Context: an optimization exercise on an open-source flow, tuned for small area. The choices shown serve that exercise and are no tape-out recipe.
Where RTL was checked, it was by simulation tests only, not by an equivalence proof against the original.
Only the layout flow was run in runs 2 and 3; the RTL was not checked for function there.
The flow treats the clock pin as an ideal source, which a real chip does not have.
No activity file was given, so power comes from the tool's default toggle rates.

### flow/config.mk
export PLATFORM = sky130hd
export DESIGN_NAME = top
export DESIGN_NICKNAME = top
export VERILOG_FILES = /design/flow/design.v
export SDC_FILE = /design/flow/constraint.sdc
export NUM_CORES = 4
export LEC_CHECK = 0
export CAP_MARGIN = 20
export CORE_MARGIN = 2
export CORE_UTILIZATION = 40
export SLEW_MARGIN = 20
### flow/constraint.sdc
create_clock -name core_clock -period 10.0 [get_ports {sys_clk}]
set_input_delay 2.0000 -clock core_clock [delete_from_list [all_inputs] [get_ports {sys_clk}]]
set_output_delay 2.0000 -clock core_clock [all_outputs]
set_load 0.01 [all_outputs]
### flow/design.v
module uart_rx
(
    input clock,
    input n_reset,
    input rx,
    output reg [2:0] rx_class,
    output wire rx_ready
);
localparam [3:0] S_IDLE = 4'd12, S_RDY = 4'd14, S_START = 4'd8, S_DONE = 4'd15, S_B0 = 4'd0, S_B1 = 4'd3, S_B2 = 4'd7, S_B3 = 4'd6, S_B4 = 4'd4, S_B5 = 4'd5, S_B6 = 4'd1, S_B7 = 4'd2, S_B8 = 4'd13, S_B9 = 4'd9;
reg rx_sync_1;
reg rx_sync_2;
reg [3:0] st;
reg [7:0] baud_counter;
wire idle = (st == S_IDLE) || (st == S_RDY);
wire tick = (baud_counter == 8'd233);
assign rx_ready = (st == S_RDY);
always @(posedge clock or negedge n_reset)
begin
    if (!n_reset)
      begin
        rx_sync_1 <= 1;
        rx_sync_2 <= 1;
        st <= S_IDLE;
      end
    else
      begin
        rx_sync_1 <= rx;
        rx_sync_2 <= rx_sync_1;
        case (st)
            S_IDLE, S_RDY: st <= rx_sync_2 ? S_IDLE : S_START;
            S_START: if (tick) st <= rx_sync_2 ? S_IDLE : S_B0;
            S_B0: if (tick) st <= S_B1;
            S_B1: if (tick) st <= S_B2;
            S_B2: if (tick) st <= S_B3;
            S_B3: if (tick) st <= S_B4;
            S_B4: if (tick) st <= S_B5;
            S_B5: if (tick) st <= S_B6;
            S_B6: if (tick) st <= S_B7;
            S_B7: if (tick) st <= S_B8;
            S_B8: if (tick) st <= S_B9;
            S_B9: if (tick) st <= S_DONE;
            S_DONE: st <= S_RDY;
            default: st <= S_IDLE;
        endcase
      end
end
always @(posedge clock)
begin
    if (idle)
        baud_counter <= 8'd150;
    else if (tick)
        baud_counter <= 8'd22;
    else
        baud_counter <= {baud_counter[6:0], ^(baud_counter & 8'h8e)};
end
wire b = rx_sync_2;
wire mis = ((st == S_B3 || st == S_B4 || st == S_B5 || st == S_B7) && b) || (st == S_B6 && (b != rx_class[2]));
always @(posedge clock)
begin
    if (tick)
      begin
        if (st == S_B0) rx_class[0] <= b;
        else if (mis) rx_class[0] <= 1'b1;
        if (st == S_B1) rx_class[1] <= b;
        if (st == S_B2) rx_class[2] <= b ^ (rx_class[1] | rx_class[0]);
        else if (mis) rx_class[2] <= 1'b0;
      end
end
endmodule
module uart_tx
(
    input clock,
    input n_reset,
    input send,
    input send_r,
    output reg tx,
    output wire tx_busy
);
localparam [3:0] T_IDLE = 4'd15, T_PEND = 4'd14, T_DONE = 4'd7, T_B0 = 4'd0, T_B1 = 4'd1, T_B2 = 4'd2, T_B3 = 4'd3, T_B4 = 4'd4, T_B5 = 4'd5, T_B6 = 4'd6, T_B7 = 4'd11, T_B8 = 4'd8, T_B9 = 4'd9, T_B10 = 4'd10;
reg [3:0] idx;
reg [7:0] baud_counter;
reg is_r;
wire tick = (baud_counter == 8'd11);
wire free = (idx == T_IDLE) || (idx == T_DONE);
assign tx_busy = !(idx == T_IDLE || idx == T_PEND);
always @(*)
    case (idx)
        T_B1, T_B5, T_B7, T_B9: tx = 1'b0;
        T_B2, T_B4: tx = !is_r;
        T_B3, T_B6: tx = is_r;
        default: tx = 1'b1;
    endcase
always @(posedge clock or negedge n_reset)
begin
    if (!n_reset)
        idx <= T_IDLE;
    else
        case (idx)
            T_IDLE, T_DONE: idx <= send ? T_PEND : T_IDLE;
            T_PEND: idx <= T_B0;
            T_B0: if (tick) idx <= T_B1;
            T_B1: if (tick) idx <= T_B2;
            T_B2: if (tick) idx <= T_B3;
            T_B3: if (tick) idx <= T_B4;
            T_B4: if (tick) idx <= T_B5;
            T_B5: if (tick) idx <= T_B6;
            T_B6: if (tick) idx <= T_B7;
            T_B7: if (tick) idx <= T_B8;
            T_B8: if (tick) idx <= T_B9;
            T_B9: if (tick) idx <= T_B10;
            T_B10: if (tick) idx <= T_DONE;
            default: idx <= T_IDLE;
        endcase
end
always @(posedge clock)
begin
    if (idx == T_PEND || tick)
        baud_counter <= 8'hff;
    else
        baud_counter <= {baud_counter[6:0], ^(baud_counter & 8'h8e)};
end
always @(posedge clock)
begin
    if (free && send)
        is_r <= send_r;
end
endmodule
module out_trigger
(
    input clock,
    input n_reset,
    input new_pattern_in,
    input [1:0] pulse_rate,    
    output wire [5:0] led
);
localparam [3:0] P_IDLE = 4'd0, P_SEL = 4'd14, P_S0 = 4'd2, P_L1 = 4'd3, P_L2 = 4'd5, P_L3 = 4'd4, P_L4 = 4'd6, P_L5 = 4'd7, P_L6 = 4'd9, P_L7 = 4'd8, P_L8 = 4'd10, P_L9 = 4'd11, P_L10 = 4'd1;
reg [3:0] st;
reg [14:0] pre;
reg pulse;
always @(*)
    case (st)
        P_L1, P_L2, P_L3, P_L4, P_L5, P_L6, P_L7, P_L8, P_L9, P_L10: pulse = 1'b1;
        default: pulse = 1'b0;
    endcase
wire pre_end = (pre == (15'd21474 ^ 15'h2aaa));
assign led = {5'b11111, !pulse};
always @(posedge clock or negedge n_reset)
begin
    if (!n_reset)
        st <= P_IDLE;
    else
        case (st)
            P_IDLE: if (new_pattern_in) st <= P_SEL;
            P_SEL: st <= P_S0;
            P_S0:
                case (pulse_rate)
                    2'b01: st <= P_L1;
                    2'b10: st <= P_L2;
                    2'b11: st <= P_L5;
                    default: st <= P_L10;
                endcase
            P_L1: if (pre_end) st <= P_IDLE;
            P_L2: if (pre_end) st <= P_L1;
            P_L3: if (pre_end) st <= P_L2;
            P_L4: if (pre_end) st <= P_L3;
            P_L5: if (pre_end) st <= P_L4;
            P_L6: if (pre_end) st <= P_L5;
            P_L7: if (pre_end) st <= P_L6;
            P_L8: if (pre_end) st <= P_L7;
            P_L9: if (pre_end) st <= P_L8;
            P_L10: if (pre_end) st <= P_L9;
            default: st <= P_IDLE;
        endcase
end
always @(posedge clock)
begin
    if (!pulse || pre_end)
        pre <= 15'd1 ^ 15'h2aaa;
    else
        pre <= {~pre[13:0], pre[14] ~^ pre[13]};
end
endmodule
module top #(parameter  BAUDRATE =  115200,
                        CLOCK_FREQ = 27000000)
(
    input sys_clk,           
    input sys_rst_n,         
    input rx,
    input button,
    output wire tx,
    output wire [5:0] led    
);
wire [2:0] rx_class;
wire rx_ready;
wire tx_busy;
reg button_prev;
reg [1:0] state;
uart_rx rx1 (.clock(sys_clk), .n_reset(sys_rst_n), .rx(rx), .rx_class(rx_class), .rx_ready(rx_ready));
uart_tx tx1 (.clock(sys_clk), .n_reset(sys_rst_n), .send(state[1]), .send_r(state[0]), .tx(tx), .tx_busy(tx_busy));
out_trigger outt1 (.clock(sys_clk), .n_reset(sys_rst_n), .new_pattern_in(state == 2'b11), .pulse_rate(rx_class[1:0]), .led(led));
always @(posedge sys_clk or negedge sys_rst_n)
begin
    if (!sys_rst_n)
      begin
        button_prev <= 0;
        state <= 2'b00;
      end
    else
      begin
        button_prev <= button;
        case (state)
            2'b00:
                if (rx_ready)
                    state <= {1'b0, rx_class != 3'b000};
                else if (button_prev && !button && !tx_busy)
                    state <= 2'b10;
            2'b01:
                state <= {rx_class[2], rx_class[2]};
            default:
                state <= 2'b00;
        endcase
      end
end
endmodule
### flow/flow/run.sh
#!/bin/bash
# Standard ORFS layout with two changes: ports are buffered with the smallest buffer, and the
# clock is buffered by hand (pre_cts.tcl: a few clkbuf_8, each feeding a group of nearby
# registers) instead of by TritonCTS's H-tree with its dummy loads.
set -euo pipefail
here=$(pwd)
export BUFFER_PORTS_ARGS="-buffer_cell sky130_fd_sc_hd__buf_1"
export MANUAL_CLK_BUF=sky130_fd_sc_hd__clkbuf_8
export MANUAL_CLK_N=3
export PRE_CTS_TCL="$here/flow/pre_cts.tcl"
bash standard.sh > "$here/standard.log" 2>&1
### flow/flow/pre_cts.tcl
# clock buffers between the clock port and the register clock pins: the registers are split
# into MANUAL_CLK_N groups by position, each group fed by one buffer at its centre
set block [ord::get_db_block]
set clk_net [$block findNet sys_clk]
set dbu [[ord::get_db_tech] getDbUnitsPerMicron]
set sinks {}
foreach it [$clk_net getITerms] {
  set bb [[$it getInst] getBBox]
  lappend sinks [list [expr {([$bb xMin] + [$bb xMax]) / 2.0 / $dbu}] [expr {([$bb yMin] + [$bb yMax]) / 2.0 / $dbu}] [$it getInst]]
}
set ngroups $::env(MANUAL_CLK_N)
# split along the wider side
set xs [lmap s $sinks {lindex $s 0}]
set ys [lmap s $sinks {lindex $s 1}]
set xr [expr {[tcl::mathfunc::max {*}$xs] - [tcl::mathfunc::min {*}$xs]}]
set yr [expr {[tcl::mathfunc::max {*}$ys] - [tcl::mathfunc::min {*}$ys]}]
set key [expr {$xr >= $yr ? 0 : 1}]
set sinks [lsort -real -index $key $sinks]
set n [llength $sinks]
for {set g 0} {$g < $ngroups} {incr g} {
  set lo [expr {$g * $n / $ngroups}]
  set hi [expr {($g + 1) * $n / $ngroups - 1}]
  set grp [lrange $sinks $lo $hi]
  set sx 0; set sy 0; set pins {}
  foreach s $grp {
    set sx [expr {$sx + [lindex $s 0]}]
    set sy [expr {$sy + [lindex $s 1]}]
    lappend pins [get_pins [[lindex $s 2] getName]/CLK]
  }
  set x [expr {$sx / [llength $grp]}]
  set y [expr {$sy / [llength $grp]}]
  puts "clock buffer $g for [llength $grp] registers at $x $y"
  insert_buffer -buffer_cell $::env(MANUAL_CLK_BUF) -net sys_clk -load_pins $pins -location [list $x $y] -buffer_name clkbuf_$g -net_name clknet_$g
}
global_connect
detailed_placement
### flow/standard.sh
#!/bin/bash
# synth_recipe.tcl (not shown) runs the flow's synth.tcl, then flattens the netlist and writes it again
# the make line also repeats each setting of config.mk as NAME=value (left out here)
make -C /OpenROAD-flow-scripts/flow DESIGN_CONFIG=/design/flow/config.mk WORK_HOME=/design/flow/orfs CLKGATE_MAP_FILE= SYNTH_SCRIPT=/design/flow/synth_recipe.tcl "${@:-finish}"
==> flow_metrics.py, run 1 <==
metrics = {
    "sta": {
        "fmax_mhz": 291,
        "hold_viol": 0,
        "maxSlewViolCount": 0,
        "final.setup_skew_ns": 0.00646,
        "period_minus_slack_ns": 3.44,
        "grt_setup_unrepaired": "false",
        "setup_ws_ns": 6.56,
        "worstMarginPinSlew_ns": 0.550,
        "setup_viol": 0,
        "finalCritPeriodShare_pct": 34.4,
        "maxSlewHeadroom_pct": 63.3,
        "final.setup.tns_ns": 0,
    },
    "final_layout": {
        "diodes": 0,
        "fillers": 559,
        "layout_commonest_cell": "dfxtp_1",
        "final_nets": 242,
        "area_growth_syn_to_layout_pct": 2.36,
        "utilization_pct": 42.9,
        "final_cell_mix": "31 x dfxtp_1, 26 x nand2_1, 25 x nor2_1, 11 x inv_1, 11 x o21ai_0",
        "fin_cells": 306,
        "layout-drive-gt1-share_pct": 13.7,
    },
    "placement": {
        "port_buffers": 5,
        "placedCellCount": 303,
        "place_ws_ns": 6.77,
        "dpl.hpwl_mm": 2.65,
        "place_congestion": 0.723,
    },
    "clock_network": {
        "cts-resized-gates": 0,
        "holdBufCountCts": 0,
        "clk_latency_ns": 0.16,
        "cts_setup_buffers": 0,
        "clk_pin_slew_ns": 0.10,
    },
    "power": {
        "leakagePower_nw": 0.908,
        "peakVddDrop_uv": 75.8,
        "total_power_w": 0.000294,
        "p_per_area_nw_per_um2": 123,
    },
    "outcome": {
        "status": "finished clean",
    },
    "detailed_routing": {
        "drt-pass1-iter-count": 4,
        "met1_length_mm": 2.02,
        "wire_per_inst_microns": 11.9,
        "top_layer": "met4",
        "route.vias.total": 1548,
        "vias_per_cell": 5.06,
        "drt_iter0_markers": 100,
        "ant_nets": 0,
        "wl_met3_microns": 97,
        "wl_met2_mm": 1.49,
        "wirelength_mm": 3.65,
        "drc_errors": 0,
    },
    "grt": {
        "grt_pass1_wl_mm": 6.56,
        "grt_pass1_vias": 1466,
        "grt.overflow.total": 0,
        "grt_usage_pct": 12.0,
        "grt_max_degree": 19,
        "antenna_found_initial": 0,
    },
    "setup_path": {
        "critPathTopFamily": "flip-flops",
        "worstPathRequired_ns": 8.00,
        "crit_chain": "nor2b_1, a21oi_1, o22a_1, buf_1",
        "worst-path-buf-inv": 1,
        "startpoint_type": "flip-flop",
        "r2r_slack_ns": 8.26,
        "cpPeakStageDelay_ns": 0.62,
        "crit_arrival_ns": 1.44,
        "crit_fanout": 9,
        "crit_slowest_cell": "dfstp_2",
        "worstSetupPathType": "flip-flop to output port",
        "rr_worst_depth": 4,
        "r2r-end": "rx1.rx_class[2]",
        "end_kind": "output port",
        "r2r-start": "rx1.st[2]",
    },
    "synthesis": {
        "syn_avg_cell_area_sq_um": 9.68,
        "yosysWarnings": 4,
        "synth_edf_count": 4,
        "synth_flop_cell": "dfxtp_1",
        "ys_async_sr_fraction_pct": 32.7,
        "netlist_instances": 241,
        "syn_area_sq_um": 2330,
        "synthDistinctLibCells": 63,
        "synth-seq-cells": 52,
        "synth-seq-area-share_pct": 50.4,
    },
    "hold_path": {
        "min_from": "rx1.rx_sync_1",
        "hp-class": "flip-flop to flip-flop",
        "holdPathStages": 0,
        "whs_endpoint": "rx1.rx_sync_2",
    },
    "die": {
        "rows": 27,
        "dieArea_sq_um": 6460,
        "core_sq_um": 5570,
        "die_height_microns": 80.4,
        "initial_core_util_pct": 41.9,
        "die_w_microns": 80.4,
        "io_pins": 11,
    },
    "job": {
        "max_cap_violations": 0,
    },
}
[metrics by stage]
stage,hold slack (ns),area [sq um]
floorplan,0.345,2350
global placement,0.346,2350
detailed placement,0.347,2350
CTS,0.347,2390
global route,0.366,2390
finish,0.361,2390
[routing by layer]
metal / global-route usage, % / vias up
met5: 0 / -
met4: 1.19 / 0
met3: 0.562 / 5
met2: 19.0 / 21
met1: 18.7 / 709
li1: - / 813
[final cells by class, without the clock buffers]
cell class | instances | area [sq um] | share of cell area, %
Sequential cell | 52 | 1180 | 49.2
Multi-Input combinational cell | 163 | 1020 | 42.7
Tap cell | 72 | 90.1 | 3.77
Inverter | 11 | 41.3 | 1.73
Timing Repair Buffer | 5 | 20.0 | 0.838
[logic make-up (layout without fill, tap and decap cells)]
kind of cell               count (synthesis)  after routing  synth area share [%]
muxes                                      2              2                  1.13
AOI/OAI and AO/OA                         46             46                  14.5
DFF                                       52             52                  50.4
and+or+nand+nor                          100            100                  23.2
buffers and inverters                     30             19                  6.54
other                                      1              5                 0.161
adders and majority gates                  3              3                  1.50
xor gates and xnor gates                   7              7                  2.63
[synthesized netlist by cell type, types with 2 or more instances]
| cell | instances | area, sq um |
|---|---|---|
| ha_1 | 2 | 25.0 |
| o21ai_0 | 11 | 55.1 |
| nor4b_2 | 2 | 30.0 |
| o2bb2ai_1 | 2 | 17.5 |
| nand3_1 | 6 | 30.0 |
| dfrtp_1 | 9 | 225 |
| dfxtp_1 | 31 | 621 |
| nor2b_1 | 5 | 31.3 |
| buf_2 | 5 | 25.0 |
| edfxtp_1 | 4 | 120 |
| and3_1 | 2 | 12.5 |
| a32o_1 | 2 | 20.0 |
| a2111oi_0 | 2 | 17.5 |
| o41ai_1 | 2 | 17.5 |
| a211oi_1 | 2 | 15.0 |
| nand2_1 | 26 | 97.6 |
| inv_1 | 11 | 41.3 |
| buf_4 | 5 | 37.5 |
| xor2_1 | 2 | 17.5 |
| nand2b_1 | 4 | 25.0 |
| nor3_1 | 5 | 25.0 |
| a21oi_1 | 9 | 45.0 |
| dfstp_2 | 8 | 210 |
| buf_6 | 2 | 22.5 |
| and4bb_2 | 2 | 25.0 |
| nor2_1 | 25 | 93.8 |
| xnor2_1 | 5 | 43.8 |
| nor4_1 | 2 | 12.5 |
| nand4_1 | 2 | 12.5 |
| o221a_2 | 2 | 22.5 |
| a221oi_1 | 2 | 17.5 |
| clkbuf_1 | 7 | 26.3 |
| or2_2 | 5 | 31.3 |
[registers in the layout (all words and copies together), names as in the netlist, 2 cells and up]
signal,flops
outt1.pre,15
rx1.baud_counter,8
tx1.baud_counter,8
outt1.st,4
rx1.st,4
tx1.idx,4
rx1.rx_class,3
state,2
[worst register-to-register path: cells and delay by family, from the launching register on]
kind / cells / cell delay (ns)
flip-flops: 1 / 0.68
AO/OA/AOI/OAI: 1 / 0.35
AND/OR/NAND/NOR: 2 / 0.20
multiplexers: 1 / 0.27
[worst max-delay path by stage]
stage | from | end | slack (ns) | depth (start not counted)
2_1_floorplan | tx1.idx[2] | tx | 6.78 | 5
5_1_grt | tx1.idx[1] | tx | 6.46 | 4
4_1_cts | tx1.idx[1] | tx | 6.76 | 4
3_5_place_dp | tx1.idx[1] | tx | 6.77 | 4
3_3_place_gp | tx1.idx[1] | tx | 6.80 | 4
6_report | tx1.idx[1] | tx | 6.56 | 4
[where the power goes]
group,internal (W),total [W],switching [W]
clock network,0.0000279,0.0000780,0.0000501
registers,0.000211,0.000212,0.000000568
logic,0.000000895,0.00000387,0.00000298
total,0.000240,0.000294,0.0000537
==> run 2, diff against run 1 <==
--- a/flow/design.v
+++ b/flow/design.v
@@ -6,7 +6,9 @@
     output reg [2:0] rx_class,
     output wire rx_ready
 );
-localparam [3:0] S_IDLE = 4'd12, S_RDY = 4'd14, S_START = 4'd8, S_DONE = 4'd15, S_B0 = 4'd0, S_B1 = 4'd3, S_B2 = 4'd7, S_B3 = 4'd6, S_B4 = 4'd4, S_B5 = 4'd5, S_B6 = 4'd1, S_B7 = 4'd2, S_B8 = 4'd13, S_B9 = 4'd9;
+localparam [3:0] S_IDLE = 4'd12, S_RDY = 4'd11, S_START = 4'd15, S_DONE = 4'd10,
+                 S_B0 = 4'd0, S_B1 = 4'd1, S_B2 = 4'd2, S_B3 = 4'd3, S_B4 = 4'd4,
+                 S_B5 = 4'd5, S_B6 = 4'd6, S_B7 = 4'd7, S_B8 = 4'd8, S_B9 = 4'd9;
 reg rx_sync_1;
 reg rx_sync_2;
 reg [3:0] st;
@@ -76,7 +78,9 @@
     output reg tx,
     output wire tx_busy
 );
-localparam [3:0] T_IDLE = 4'd15, T_PEND = 4'd14, T_DONE = 4'd7, T_B0 = 4'd0, T_B1 = 4'd1, T_B2 = 4'd2, T_B3 = 4'd3, T_B4 = 4'd4, T_B5 = 4'd5, T_B6 = 4'd6, T_B7 = 4'd11, T_B8 = 4'd8, T_B9 = 4'd9, T_B10 = 4'd10;
+localparam [3:0] T_IDLE = 4'd12, T_PEND = 4'd15, T_DONE = 4'd11,
+                 T_B0 = 4'd0, T_B1 = 4'd1, T_B2 = 4'd2, T_B3 = 4'd3, T_B4 = 4'd4, T_B5 = 4'd5,
+                 T_B6 = 4'd6, T_B7 = 4'd7, T_B8 = 4'd8, T_B9 = 4'd9, T_B10 = 4'd10;
 reg [3:0] idx;
 reg [7:0] baud_counter;
 reg is_r;
@@ -133,51 +137,33 @@
     input [1:0] pulse_rate,    
     output wire [5:0] led
 );
-localparam [3:0] P_IDLE = 4'd0, P_SEL = 4'd14, P_S0 = 4'd2, P_L1 = 4'd3, P_L2 = 4'd5, P_L3 = 4'd4, P_L4 = 4'd6, P_L5 = 4'd7, P_L6 = 4'd9, P_L7 = 4'd8, P_L8 = 4'd10, P_L9 = 4'd11, P_L10 = 4'd1;
-reg [3:0] st;
+reg [1:0] phase;
 reg [14:0] pre;
-reg pulse;
-always @(*)
-    case (st)
-        P_L1, P_L2, P_L3, P_L4, P_L5, P_L6, P_L7, P_L8, P_L9, P_L10: pulse = 1'b1;
-        default: pulse = 1'b0;
-    endcase
-wire pre_end = (pre == (15'd21474 ^ 15'h2aaa));
+reg [3:0] mult;
+wire pulse = phase[1] && !phase[0];
+wire pre_end = (pre == 15'd21474);
+wire last = pre_end && (mult == 4'd10);
 assign led = {5'b11111, !pulse};
 always @(posedge clock or negedge n_reset)
 begin
     if (!n_reset)
-        st <= P_IDLE;
-    else
-        case (st)
-            P_IDLE: if (new_pattern_in) st <= P_SEL;
-            P_SEL: st <= P_S0;
-            P_S0:
-                case (pulse_rate)
-                    2'b01: st <= P_L1;
-                    2'b10: st <= P_L2;
-                    2'b11: st <= P_L5;
-                    default: st <= P_L10;
-                endcase
-            P_L1: if (pre_end) st <= P_IDLE;
-            P_L2: if (pre_end) st <= P_L1;
-            P_L3: if (pre_end) st <= P_L2;
-            P_L4: if (pre_end) st <= P_L3;
-            P_L5: if (pre_end) st <= P_L4;
-            P_L6: if (pre_end) st <= P_L5;
-            P_L7: if (pre_end) st <= P_L6;
-            P_L8: if (pre_end) st <= P_L7;
-            P_L9: if (pre_end) st <= P_L8;
-            P_L10: if (pre_end) st <= P_L9;
-            default: st <= P_IDLE;
-        endcase
+        phase <= 2'b00;
+    else
+      begin
+        phase[0] <= !phase[1] && (phase[0] || new_pattern_in);
+        phase[1] <= phase[0] || (phase[1] && !last);
+      end
 end
 always @(posedge clock)
 begin
     if (!pulse || pre_end)
-        pre <= 15'd1 ^ 15'h2aaa;
-    else
-        pre <= {~pre[13:0], pre[14] ~^ pre[13]};
+        pre <= 15'd1;
+    else
+        pre <= {pre[13:0], pre[14] ^ pre[13]};
+    if (!pulse)
+        mult <= {1'b1, !pulse_rate[0], pulse_rate[0] && !pulse_rate[1], pulse_rate[1]};
+    else if (pre_end)
+        mult <= {mult[2:0], mult[3] ^ mult[2]};
 end
 endmodule
 module top #(parameter  BAUDRATE =  115200,
==> flow/run.sh (new file) <==
#!/bin/bash
# synth_recipe.tcl (not shown) runs the flow's synth.tcl, then flattens the netlist and writes it again
# the make line also repeats each setting of config.mk as NAME=value (left out here)
make -C /OpenROAD-flow-scripts/flow DESIGN_CONFIG=/design/flow/config.mk WORK_HOME=/design/flow/orfs CLKGATE_MAP_FILE= SYNTH_SCRIPT=/design/flow/synth_recipe.tcl finish
removed: flow/flow/run.sh
removed: flow/flow/pre_cts.tcl
removed: flow/standard.sh
==> flow_metrics.py, run 2 <==
metrics = {
    "sta": {
        "finalCritPeriodShare_pct": 41.8,
        "fmax_mhz": 239,
        "final.setup.tns_ns": 0,
        "grt_setup_unrepaired": "false",
        "period_minus_slack_ns": 4.18,
        "worstMarginPinSlew_ns": 0.895,
        "maxSlewHeadroom_pct": 40.2,
        "setup_ws_ns": 5.82,
        "hold_viol": 0,
        "maxSlewViolCount": 0,
        "final.setup_skew_ns": 0.00785,
        "setup_viol": 0,
    },
    "setup_path": {
        "crit_fanout": 18,
        "cpPeakStageDelay_ns": 0.70,
        "r2r-start": "rx1.baud_counter[2]",
        "crit_end": "led[0]",
        "end_kind": "output port",
        "crit_slowest_cell": "nor2b_1",
        "crit_arrival_ns": 2.18,
        "path_depth": 3,
        "worstSetupPathType": "flip-flop to output port",
        "crit_chain": "nor2b_1, inv_1, clkdlybuf4s50_1",
        "startpoint_type": "flip-flop",
        "worst-path-buf-inv": 2,
        "rr_worst_depth": 5,
        "r2r_slack_ns": 7.98,
        "worstPathRequired_ns": 8.00,
        "critPathTopFamily": "buffers and inverters",
        "startpoint": "outt1.phase[0]",
        "r2r-end": "rx1.rx_class[1]",
    },
    "clock_network": {
        "clockBufferDepth": 2,
        "cts_setup_buffers": 0,
        "cts_tree": "built",
        "root_buffer": "clkbuf_8",
        "htree_levels": 2,
        "clk_pin_slew_ns": 0.10,
        "cts-resized-gates": 0,
        "holdBufCountCts": 0,
        "clk_latency_ns": 0.30,
        "clock_sinks": 54,
        "numCtsBuffers": 5,
    },
    "synthesis": {
        "synthDistinctLibCells": 51,
        "synth-adder-area-share_pct": 1.62,
        "synth_top_family_by_area": "simple AND/OR/NAND/NOR gates",
        "synth_compound_area_share_pct": 9.81,
        "ys_async_sr_fraction_pct": 27.8,
        "synthMuxAreaShare_pct": 0.916,
        "synthTopCellsByCount": "32 x dfxtp_1, 23 x nand2_1, 14 x and3_1, 14 x nor2_1, 10 x inv_1",
        "yosysMostFrequentCell": "dfxtp_1",
        "syn_area_sq_um": 2320,
        "netlist_instances": 234,
        "syn_avg_cell_area_sq_um": 9.92,
        "synth-seq-cells": 54,
        "yosysTopAreaCell": "dfxtp_1",
        "yosysWarnings": 4,
        "synth-seq-area-share_pct": 53.1,
        "synth_top_area_share_pct": 27.6,
        "synth_edf_count": 7,
        "synth-xor-area-share_pct": 3.02,
        "synth_simple_gate_area_share_pct": 25.6,
        "synth_flop_cell": "dfxtp_1",
        "ys_top_cells_by_area": "dfxtp_1 28%, dfrtp_1 9.7%, edfxtp_1 9.1%",
    },
    "detailed_routing": {
        "wirelength_mm": 3.57,
        "drt_iter0_markers": 97,
        "vias_per_cell": 5.03,
        "drc_errors": 0,
        "ant_nets": 0,
        "wire_per_inst_microns": 11.6,
        "route.vias.total": 1544,
        "drt-pass1-iter-count": 4,
    },
    "die": {
        "rows": 27,
        "io_pins": 11,
        "initial_core_util_pct": 41.9,
        "die_height_microns": 80.2,
        "die_w_microns": 80.2,
        "core_sq_um": 5540,
        "dieArea_sq_um": 6430,
    },
    "grt": {
        "busiest_layer": "met2",
        "grtUsageMet2_pct": 18.5,
        "grt.overflow.total": 0,
        "grt_pass1_wl_mm": 6.33,
        "grt_usage_pct": 12.4,
        "antenna_found_initial": 0,
        "grt_max_degree": 19,
        "grt_pass1_vias": 1393,
        "use_met1_pct": 17.3,
        "use_met3_pct": 3.37,
    },
    "final_layout": {
        "diodes": 0,
        "utilization_pct": 45.0,
        "layout_commonest_cell": "dfxtp_1",
        "final_cell_mix": "32 x dfxtp_1, 23 x nand2_1, 14 x nor2_1, 14 x and3_1, 10 x inv_1",
        "top_register": "outt1.pre",
        "final_nets": 241,
        "largest_reg_flops": 15,
        "area_growth_syn_to_layout_pct": 7.44,
        "largestRegisters": "outt1.pre x15, rx1.baud_counter x8, tx1.baud_counter x8",
        "layout-drive-gt1-share_pct": 9.36,
    },
    "placement": {
        "port_buffers": 5,
        "place_ws_ns": 6.16,
        "dpl.hpwl_mm": 2.49,
        "place_congestion": 0.750,
    },
    "job": {
        "max_cap_violations": 0,
    },
    "outcome": {
        "status": "finished clean",
    },
    "power": {
        "leakagePower_nw": 1.03,
        "peakVddDrop_uv": 77.9,
        "p_per_area_nw_per_um2": 148,
    },
    "hold_path": {
        "hp-class": "flip-flop to flip-flop",
        "holdPathStages": 0,
    },
}
run 2: report_power, final:
group	total [W]	internal [W]	switching, W
clock	0.000144	0.0000745	0.0000693
sequential	0.000221	0.000221	0.000000546
combinational	0.00000376	0.00000131	0.00000244
run 2: cells by family (layout without fill, tap and decap cells):
logic type               Yosys count  count (layout)
flip-flops                        54              54
multiplexers                       2               2
AO/OA/AOI/OAI                     35              35
XOR/XNOR                           8               8
other                              1               5
adder cells (fa/ha/maj)            3               3
AND/OR/NAND/NOR                  105             105
buffers and inverters             26              23
run 2: worst min-delay path by stage:
stage,endpoint,slack [ns],from
after floorplan,rx1.rx_sync_2,0.35,rx1.rx_sync_1
after global placement,rx1.rx_sync_2,0.35,rx1.rx_sync_1
after detailed placement,rx1.rx_sync_2,0.35,rx1.rx_sync_1
after CTS,rx1.rx_sync_2,0.36,rx1.rx_sync_1
after global routing,rx1.rx_sync_2,0.37,rx1.rx_sync_1
final,rx1.rx_sync_2,0.36,rx1.rx_sync_1
run 2: worst register-to-register path: stages, from the launching register on:
cell and delay, ns:
dfxtp_1 0.31, inv_1 0.06, ha_1 0.14, nand4_1 0.08
or4b_1 0.74, nor4_1 0.37
run 2: layout make-up:
cell class                      count  area (sq um)
Timing Repair Buffer                5          50.0
Sequential cell                    54          1230
Clock buffer                        5          68.8
Inverter                           10          37.5
Tap cell                           72          90.1
Clock inverter                      3          45.0
Multi-Input combinational cell    158           970
Fill cell                         535          3050
run 2: per-layer routing:
metal,part of all wire (%),up-vias
li1,-,807
met1,51,715
met2,45,20
met3,2.7,2
met4,0.70,0
met5,0,-
run 2: metrics by stage:
step                area [sq um]  hold slack, ns  instances  total power, W
global route                2490           0.366        307        0.000385
floorplan                   2340           0.345        238        0.000229
global placement            2380           0.346        299        0.000230
finish                      2490           0.360        307        0.000369
detailed placement          2380           0.347        299        0.000230
CTS                         2490           0.361        307        0.000376
==> run 3, diff against run 2 <==
--- a/flow/config.mk
+++ b/flow/config.mk
@@ -8,4 +8,7 @@
 export CAP_MARGIN = 20
 export CORE_MARGIN = 2
 export CORE_UTILIZATION = 40
+export CTS_BUF_LIST = sky130_fd_sc_hd__clkbuf_16
+export CTS_CLUSTER_DIAMETER = 500
+export CTS_CLUSTER_SIZE = 60
 export SLEW_MARGIN = 20
==> flow_metrics.py, run 3 <==
metrics = {
    "outcome": {
        "status": "finished clean",
    },
    "clock_network": {
        "clk_pin_slew_ns": 0.07,
        "htree_levels": 2,
        "holdBufCountCts": 0,
        "clockBufferDepth": 2,
        "root_buffer": "clkbuf_16",
        "cts_setup_buffers": 0,
        "numCtsBuffers": 5,
        "clk_latency_ns": 0.29,
        "cts-resized-gates": 0,
        "clock_sinks": 54,
        "cts_tree": "built",
    },
    "final_layout": {
        "top_register": "outt1.pre",
        "final_area_sq_um": 2550,
        "layout_commonest_cell": "dfxtp_1",
        "layout-drive-gt1-share_pct": 9.36,
        "final_nets": 241,
        "largestRegisters": "outt1.pre x15, rx1.baud_counter x8, tx1.baud_counter x8",
        "diodes": 0,
        "final_cell_mix": "32 x dfxtp_1, 23 x nand2_1, 14 x nor2_1, 14 x and3_1, 10 x inv_1",
        "fillers": 532,
        "area_growth_syn_to_layout_pct": 9.86,
        "largest_reg_flops": 15,
    },
    "sta": {
        "final.setup.tns_ns": 0,
        "maxSlewHeadroom_pct": 40.1,
        "worstMarginPinSlew_ns": 0.897,
        "fmax_mhz": 241,
        "final.setup_skew_ns": 0.00473,
        "period_minus_slack_ns": 4.16,
        "hold_viol": 0,
        "setup_viol": 0,
        "maxSlewViolCount": 0,
        "finalCritPeriodShare_pct": 41.6,
        "grt_setup_unrepaired": "false",
    },
    "setup_path": {
        "r2r_slack_ns": 7.97,
        "worst-path-buf-inv": 2,
        "rr_worst_depth": 5,
        "worstSetupPathType": "flip-flop to output port",
        "cpPeakStageDelay_ns": 0.70,
        "startpoint_type": "flip-flop",
        "crit_chain": "nor2b_1, inv_1, clkdlybuf4s50_1",
        "end_kind": "output port",
        "r2r-start": "rx1.baud_counter[2]",
        "r2r-end": "rx1.rx_class[1]",
        "worstPathRequired_ns": 8.00,
        "crit_arrival_ns": 2.16,
        "crit_fanout": 18,
        "critPathTopFamily": "buffers and inverters",
        "crit_slowest_cell": "nor2b_1",
    },
    "placement": {
        "place_congestion": 0.750,
        "port_buffers": 5,
        "place_area_sq_um": 2380,
        "dpl.hpwl_mm": 2.49,
    },
    "grt": {
        "grt_usage_pct": 12.5,
        "grt_max_degree": 19,
        "antenna_found_initial": 0,
        "grt.overflow.total": 0,
        "grt_pass1_vias": 1409,
        "grt_pass1_wl_mm": 6.40,
    },
    "hold_path": {
        "holdPathStages": 0,
        "min_from": "rx1.rx_sync_1",
        "hp-class": "flip-flop to flip-flop",
        "whs_endpoint": "rx1.rx_sync_2",
    },
    "synthesis": {
        "ys_top_cells_by_area": "dfxtp_1 28%, dfrtp_1 9.7%, edfxtp_1 9.1%",
        "synth_edf_count": 7,
        "synth-seq-cells": 54,
        "ys_async_sr_fraction_pct": 27.8,
        "yosysWarnings": 4,
        "syn_avg_cell_area_sq_um": 9.92,
        "synth-seq-area-share_pct": 53.1,
        "synthTopCellsByCount": "32 x dfxtp_1, 23 x nand2_1, 14 x and3_1, 14 x nor2_1, 10 x inv_1",
        "yosysTopAreaCell": "dfxtp_1",
        "netlist_instances": 234,
        "synth_flop_cell": "dfxtp_1",
        "synth_top_area_share_pct": 27.6,
        "syn_area_sq_um": 2320,
        "synthDistinctLibCells": 51,
        "yosysMostFrequentCell": "dfxtp_1",
    },
    "die": {
        "die_height_microns": 80.2,
        "dieArea_sq_um": 6430,
        "io_pins": 11,
        "core_sq_um": 5540,
        "rows": 27,
        "initial_core_util_pct": 41.9,
        "die_w_microns": 80.2,
    },
    "detailed_routing": {
        "drt_iter0_markers": 92,
        "wirelength_mm": 3.63,
        "route.vias.total": 1555,
        "drt-pass1-iter-count": 4,
        "ant_nets": 0,
        "drc_errors": 0,
        "vias_per_cell": 5.07,
        "wire_per_inst_microns": 11.8,
    },
    "power": {
        "total_power_w": 0.000418,
        "leakagePower_nw": 1.05,
        "peakVddDrop_uv": 90.6,
        "p_per_area_nw_per_um2": 164,
    },
    "job": {
        "max_cap_violations": 0,
    },
}
[run 3: cell counts after synthesis]
Identical to the previous run, type by type.
[run 3: logic make-up after synthesis]
family / share of synthesized area (%)
XOR/XNOR: 3.02
multiplexers: 0.916
flip-flops: 53.1
AO/OA/AOI/OAI: 9.81
other: 0.161
adder cells (fa/ha/maj): 1.62
AND/OR/NAND/NOR: 25.6
buffers and inverters: 5.76
[run 3: per-stage QoR]
| step | hold slack, ns | utilization (%) | instances | setup slack (ns) |
|---|---|---|---|---|
| 6_report | 0.357 | 46.0 | 307 | 5.84 |
| 5_1_grt | 0.362 | 46.0 | 307 | 5.62 |
| 4_1_cts | 0.357 | 46.0 | 307 | 5.85 |
| 3_5_place_dp | 0.347 | 43.0 | 299 | 6.16 |
| 3_3_place_gp | 0.346 | 43.0 | 299 | 6.17 |
| 2_1_floorplan | 0.345 | - | 238 | 6.74 |
[run 3: worst reg2reg max path, stage by stage (launching register included)]
cell     delay, ns
dfxtp_1       0.30
inv_1         0.06
ha_1          0.14
nand4_1       0.09
or4b_1        0.74
nor4_1        0.38
[run 3: how the worst max path moves through the flow]
stage                   startpoint  endpoint  slack [ns]  cells past startpoint
floorplan               tx1.idx[2]        tx        6.74                      5
global placement    outt1.phase[0]    led[0]        6.17                      3
detailed placement  outt1.phase[0]    led[0]        6.16                      3
CTS                 outt1.phase[0]    led[0]        5.85                      3
global route        outt1.phase[0]    led[0]        5.62                      3
finish              outt1.phase[0]    led[0]        5.84                      3
[run 3: final cells by class]
class	instances	area [sq um]	area share, %
Sequential cell	54	1230	48.4
Tap cell	72	90.1	3.53
Inverter	10	37.5	1.47
Timing Repair Buffer	5	50.0	1.96
Clock buffer	5	125	4.90
Clock inverter	3	45.0	1.77
Multi-Input combinational cell	158	970	38.0
[run 3: power breakdown]
group	internal, W	switching (W)
Clock	0.000118	0.0000747
Combinational	0.00000131	0.00000244
Sequential	0.000221	0.000000541
Total	0.000340	0.0000777
[run 3: metal layers]
metal	part of all wire (%)	track usage, %
met1	50	16.9
met4	1.2	4.07
met3	3.1	3.03
met2	46	19.6
met5	0	0

port drivers added, routing unchanged:
The results above use ideal ports. As a check the final layouts listed here were re-extracted and re-timed, cells and wires unchanged. Step 1 sets driving cells, clkbuf_16 on the clock port and buf_2 on the other inputs (assumed; they add their load-dependent delay and slew). Step 2 also shifts input and output timing later by t, the mid clock arrival at the registers, as if the neighbouring blocks saw the same clock. Slacks: ideal / step 1 / step 2; pairs: ideal / step 1.
| run | t, ns | setup WS [ns] | worst setup path after step 2 | worst register clock-pin slew, ns | worst slew at a driven data input, ns |
|---|---|---|---|---|---|
| run 1 | 0.200 | 6.564 / 6.520 / 6.720 | register to output | 0.10 / 0.10 | 0.03 |
| run 2 | 0.321 | 5.819 / 5.791 / 6.112 | register to output | 0.10 / 0.10 | 0.03 |
| run 3 | 0.316 | 5.842 / 5.809 / 6.125 | register to output | 0.07 / 0.07 | 0.03 |
After both steps every run listed still meets setup and hold.
